Source: an optimization exercise on an open RTL-to-GDS flow (aim: small area and a short achievable clock period). Production flows keep margins and buffers that such runs may drop.
In this exercise RTL edits were held to simulation tests only and were not proved equivalent to the original.
No driver is modelled on the clock port, so clocking that relies on it looks cheaper here than on a real chip.
Power and IR drop assume default switching activity.

JK:
==> flow/design.v (excerpt) <==
module fifo29(
    input Clk,
    input [31:0] dataIn,
    input RD,
    input WR,
    input EN,
    input Rst,
    output reg [31:0] dataOut,
    output reg EMPTY,
    output reg FULL
);
Size: roughly 580 cells after synthesis, ~71 I/O pins.
clock: 3.0 ns
lec_check: 0
cap_margin: 20
core_margin: 2
core_utilization: 55
setup_slack_margin: 1.3
slew_margin: 20
synth_hierarchical: 1
synth_minimum_keep_size: 0
standard.sh (not shown) runs the stock make flow with config.mk's settings and CLKGATE_MAP_FILE= SYNTH_SCRIPT=/design/flow/synth_recipe.tcl, a recipe that flattens the netlist after the stock synthesis.
==> flow/flow/run.sh <==
#!/bin/bash
# The standard layout (standard.sh), with two changes:
#  - plain buffers (buf_2) instead of delay buffers on the ports;
#  - a hand-built two-level clock tree, made by flow/pre_cts.tcl before CTS.
# ORFS's own logs stay under orfs/logs; make's output goes to flow.log.
set -euo pipefail
here=$(pwd)
bash standard.sh "BUFFER_PORTS_ARGS=-buffer_cell sky130_fd_sc_hd__buf_2" \
  "PRE_CTS_TCL=$here/flow/pre_cts.tcl" finish > flow.log 2>&1
Other scripts of this flow, unchanged in this note and not shown: flow/flow/mtree.tcl, flow/flow/pre_cts.tcl
[inputs] MS vs JK
# JK
export LEC_CHECK = 0
export CAP_MARGIN = 20
export CORE_MARGIN = 2
export CORE_UTILIZATION = 55
export SETUP_SLACK_MARGIN = 1.3
export SLEW_MARGIN = 20
export SYNTH_HIERARCHICAL = 1
export SYNTH_MINIMUM_KEEP_SIZE = 0
create_clock -name core_clock -period 3.0 [get_ports {Clk}]
# MS
export LEC_CHECK = 0
export CAP_MARGIN = 20
export CORE_MARGIN = 2
export CORE_UTILIZATION = 40
export SETUP_SLACK_MARGIN = 1.5
export SLEW_MARGIN = 20
export SYNTH_HIERARCHICAL = 1
export SYNTH_MINIMUM_KEEP_SIZE = 0
create_clock -name core_clock -period 3.0 [get_ports {Clk}]
[summary]
- JK vs MS, critical path launch point: rdPtr[6] vs notEmpty
- From JK to MS the numbers moved as follows: data required time of the worst path decreased by 0.04 ns relative to the old numbers; floorplan die area rose about 36%; post-CTS setup-driven buffer insertion count +9.
Input changes introduced in AL (baseline for comparison: MS):
# MS
export LEC_CHECK = 0
export CAP_MARGIN = 20
export CORE_MARGIN = 2
export CORE_UTILIZATION = 40
export SETUP_SLACK_MARGIN = 1.5
export SLEW_MARGIN = 20
export SYNTH_HIERARCHICAL = 1
export SYNTH_MINIMUM_KEEP_SIZE = 0
create_clock -name core_clock -period 3.0 [get_ports {Clk}]
# AL
export LEC_CHECK = 0
export CAP_MARGIN = 20
export CORE_MARGIN = 2
export CORE_UTILIZATION = 55
export SETUP_SLACK_MARGIN = 1.5
export SLEW_MARGIN = 20
export SYNTH_HIERARCHICAL = 1
export SYNTH_MINIMUM_KEEP_SIZE = 0
create_clock -name core_clock -period 3.0 [get_ports {Clk}]
Diff MS -> AL | core box area | decrease of 28%. Taking MS over AL, the post-placement cell count ratio works out to 1.08. Diff MS -> AL | worst hold slack | decrease of 0.0069 ns. Compared with MS, AL shows fmax higher by about 1.5%. Taking MS as the reference point, the via count normalized by instance count of AL rises by about 9%. Summed area of non-filler cells in the final layout across MS and AL: no real change. Comparing MS against AL, there is no change at all in logic depth of the worst register-to-register path.
The following lists how TR was set up differently from AL:
# AL
export LEC_CHECK = 0
export CAP_MARGIN = 20
export CORE_MARGIN = 2
export CORE_UTILIZATION = 55
export SETUP_SLACK_MARGIN = 1.5
export SLEW_MARGIN = 20
export SYNTH_HIERARCHICAL = 1
export SYNTH_MINIMUM_KEEP_SIZE = 0
create_clock -name core_clock -period 3.0 [get_ports {Clk}]
# TR
export LEC_CHECK = 0
export CAP_MARGIN = 20
export CORE_MARGIN = 2
export CORE_UTILIZATION = 55
export SETUP_SLACK_MARGIN = 1.5
export SLEW_MARGIN = 20
export SYNTH_HIERARCHICAL = 1
export SYNTH_MINIMUM_KEEP_SIZE = 0
export TNS_END_PERCENT = 10
create_clock -name core_clock -period 3.0 [get_ports {Clk}]
--- outcome ---
Compared with AL, in TR combinational cell fraction of total power fell by 0.5 points, pin count of the biggest net entering global routing rose by 97%.
AL has higher via count than TR.
TR: synthesis-to-finish area growth 2.2 points below AL
On worst hold margin, TR does worse than AL.
TR -> AL: worst endpoint required time flat
Against AL, TR reports a area of all placed cells without fillers that is lower.
Synthesized cell count came out exactly the same in TR and AL.
When the final numbers for TR and AL were put side by side, the transition time at the pin with the least slew margin turned out to be greater in TR.
The following lists how PW was set up differently from TR:
# TR
export LEC_CHECK = 0
export CAP_MARGIN = 20
export CORE_MARGIN = 2
export CORE_UTILIZATION = 55
export SETUP_SLACK_MARGIN = 1.5
export SLEW_MARGIN = 20
export SYNTH_HIERARCHICAL = 1
export SYNTH_MINIMUM_KEEP_SIZE = 0
export TNS_END_PERCENT = 10
create_clock -name core_clock -period 3.0 [get_ports {Clk}]
# PW
export LEC_CHECK = 0
export CAP_MARGIN = 20
export CORE_MARGIN = 2
export CORE_UTILIZATION = 55
export GPL_TIMING_DRIVEN = 0
export SETUP_SLACK_MARGIN = 1.5
export SLEW_MARGIN = 20
export SYNTH_HIERARCHICAL = 1
export SYNTH_MINIMUM_KEEP_SIZE = 0
create_clock -name core_clock -period 3.0 [get_ports {Clk}]
## What came out
- The number of instances in the placed design was comparable across TR and PW.
- TR ended up with rdPtr[6] as its launching element of the worst setup path; PW ended up with notEmpty.
- PW vs. TR: sequential cell area about even; total chip power went up by 0.055 mW.
- Between PW and TR, the required time reported for the critical path endpoint does not differ in any meaningful way.
- Clock power: PW vs TR — no meaningful difference
- From TR to PW the numbers moved as follows: global-route wire length before repair up about 2.8%; worst-case setup margin in the final layout fell by 0.088 ns; routed length on met3 higher; data arrival time of the worst path climbed 0.09 ns.
- NOTE: global-route usage in PW exceeds that of TR


fifo29, a different RTL version from the one above (not shown whole).
Size in the first run: about 320 flip-flops, ~71 I/O pins.
clock: 3.0 ns
lec_check: 0
cap_margin: 20
core_margin: 2
core_utilization: 55
setup_slack_margin: 1.7
slew_margin: 20
synth_hierarchical: 1
synth_minimum_keep_size: 0
tns_end_percent: 0
==> flow/flow/run.sh <==
#!/bin/bash
# The standard layout (standard.sh), with these changes:
#  - plain buffers (buf_2) instead of delay buffers on the ports;
#  - a hand-built two-level clock tree, made by flow/pre_cts.tcl before CTS;
#  - any extra ORFS make variables listed one per line in flow/extra_args.txt.
# ORFS's own logs stay under orfs/logs; make's output goes to flow.log.
set -euo pipefail
here=$(pwd)
args=("BUFFER_PORTS_ARGS=-buffer_cell sky130_fd_sc_hd__buf_2" "PRE_CTS_TCL=$here/flow/pre_cts.tcl")
if [[ -f flow/extra_args.txt ]]; then
  while IFS= read -r line; do
    [[ -n "$line" ]] && args+=("$line")
  done < flow/extra_args.txt
fi
bash standard.sh "${args[@]}" finish > flow.log 2>&1
Other scripts of this flow, unchanged in this note and not shown: flow/flow/mtree.tcl, flow/flow/pre_cts.tcl
The baseline completed with no timing, DRC or antenna violations.
==> next run, changes <==
--- a/flow/config.mk
+++ b/flow/config.mk
@@ -10,2 +10,2 @@
-export CORE_UTILIZATION = 55
-export SETUP_SLACK_MARGIN = 1.7
+export CORE_UTILIZATION = 65
+export SETUP_SLACK_MARGIN = 1.5
=> Worst hold slack gets better by 0.011 ns; clock power stays flat; routed wire length came out lower by 3.2%; clock skew increases by 0.0041 ns.
==> next run, changes <==
==> flow/flow/run.sh (replaced) <==
#!/bin/bash
# The standard layout (standard.sh), with two changes:
#  - plain buffers (buf_2) instead of delay buffers on the ports;
#  - a hand-built two-level clock tree, made by flow/pre_cts.tcl before CTS.
# ORFS's own logs stay under orfs/logs; make's output goes to flow.log.
set -euo pipefail
here=$(pwd)
bash standard.sh "BUFFER_PORTS_ARGS=-buffer_cell sky130_fd_sc_hd__buf_2" \
  "PRE_CTS_TCL=$here/flow/pre_cts.tcl" finish > flow.log 2>&1
--- a/flow/config.mk
+++ b/flow/config.mk
@@ -10,2 +10,2 @@
-export CORE_UTILIZATION = 65
-export SETUP_SLACK_MARGIN = 1.5
+export CORE_UTILIZATION = 55
+export SETUP_SLACK_MARGIN = 1.6
- flip-flop and latch count stays the same
- synthesized area is unchanged
- setup slack is better by 0.069 ns
- total power stays flat
==> next run, changes <==
==> flow/flow/run.sh (replaced) <==
#!/bin/bash
# The standard layout (standard.sh), with these changes:
#  - plain buffers (buf_2) instead of delay buffers on the ports;
#  - a hand-built two-level clock tree, made by flow/pre_cts.tcl before CTS;
#  - any extra ORFS make variables listed one per line in flow/extra_args.txt.
# ORFS's own logs stay under orfs/logs; make's output goes to flow.log.
set -euo pipefail
here=$(pwd)
args=("BUFFER_PORTS_ARGS=-buffer_cell sky130_fd_sc_hd__buf_2" "PRE_CTS_TCL=$here/flow/pre_cts.tcl")
if [[ -f flow/extra_args.txt ]]; then
  while IFS= read -r line; do
    [[ -n "$line" ]] && args+=("$line")
  done < flow/extra_args.txt
fi
bash standard.sh "${args[@]}" finish > flow.log 2>&1
==> flow/flow/extra_args.txt (new file) <==
BUFFER_PORTS_ARGS=-buffer_cell sky130_fd_sc_hd__buf_1
Effect: Maximum frequency drops by about 15%; area after synthesis stays the same; clock skew goes up by 0.0040 ns; critical path depth does not change; worst hold slack gets better by 0.0038 ns.

port drivers added, routing unchanged:
The results above use ideal ports. As a check the final layouts listed here were re-extracted and re-timed, cells and wires unchanged. Step 1, drivers: a clkbuf_16 drives Clk and a buf_2 each remaining input, both assumed. Step 2, shift: input delay + t, output delay - t, t = (earliest + latest rising clock arrival at the registers) / 2. This alone moves slack from input paths to output paths. Three values: ideal ports, drivers, drivers and shift; two values: the first two.
run | shift t [ns] | setup WS [ns] | hold WS [ns] | worst register clock-pin slew, ns | worst slew at a driven data input, ns
JK | 0.395 | 1.380 / 1.380 / 1.057 | 0.471 / 0.471 / 0.471 | 0.10 / 0.10 | 0.17
MS | 0.400 | 1.376 / 1.170 / 0.769 | 0.479 / 0.457 / 0.480 | 0.10 / 0.10 | 0.41
AL | 0.399 | 1.400 / 1.378 / 0.978 | 0.473 / 0.473 / 0.473 | 0.10 / 0.10 | 0.27
TR | 0.394 | 1.404 / 1.404 / 1.048 | 0.466 / 0.466 / 0.466 | 0.10 / 0.10 | 0.17
PW | 0.398 | 1.316 / 1.296 / 0.897 | 0.450 / 0.450 / 0.450 | 0.10 / 0.10 | 0.36
the first run of note 2 | 0.400 | 1.518 / 1.459 / 1.145 | 0.461 / 0.461 / 0.461 | 0.10 / 0.10 | 0.15
the second run of note 2 | 0.397 | 1.449 / 1.377 / 0.980 | 0.472 / 0.471 / 0.472 | 0.11 / 0.11 | 0.20
the third run of note 2 | 0.400 | 1.518 / 1.459 / 1.145 | 0.461 / 0.461 / 0.461 | 0.10 / 0.10 | 0.15
the fourth run of note 2 | 0.397 | 1.256 / 1.310 / 0.913 | 0.465 / 0.465 / 0.465 | 0.10 / 0.10 | 0.06
After both steps setup and hold are still met in every run listed. The setup slack of MS, which loses most, moves by -0.206 ns with the drivers and by -0.607 ns with both steps.
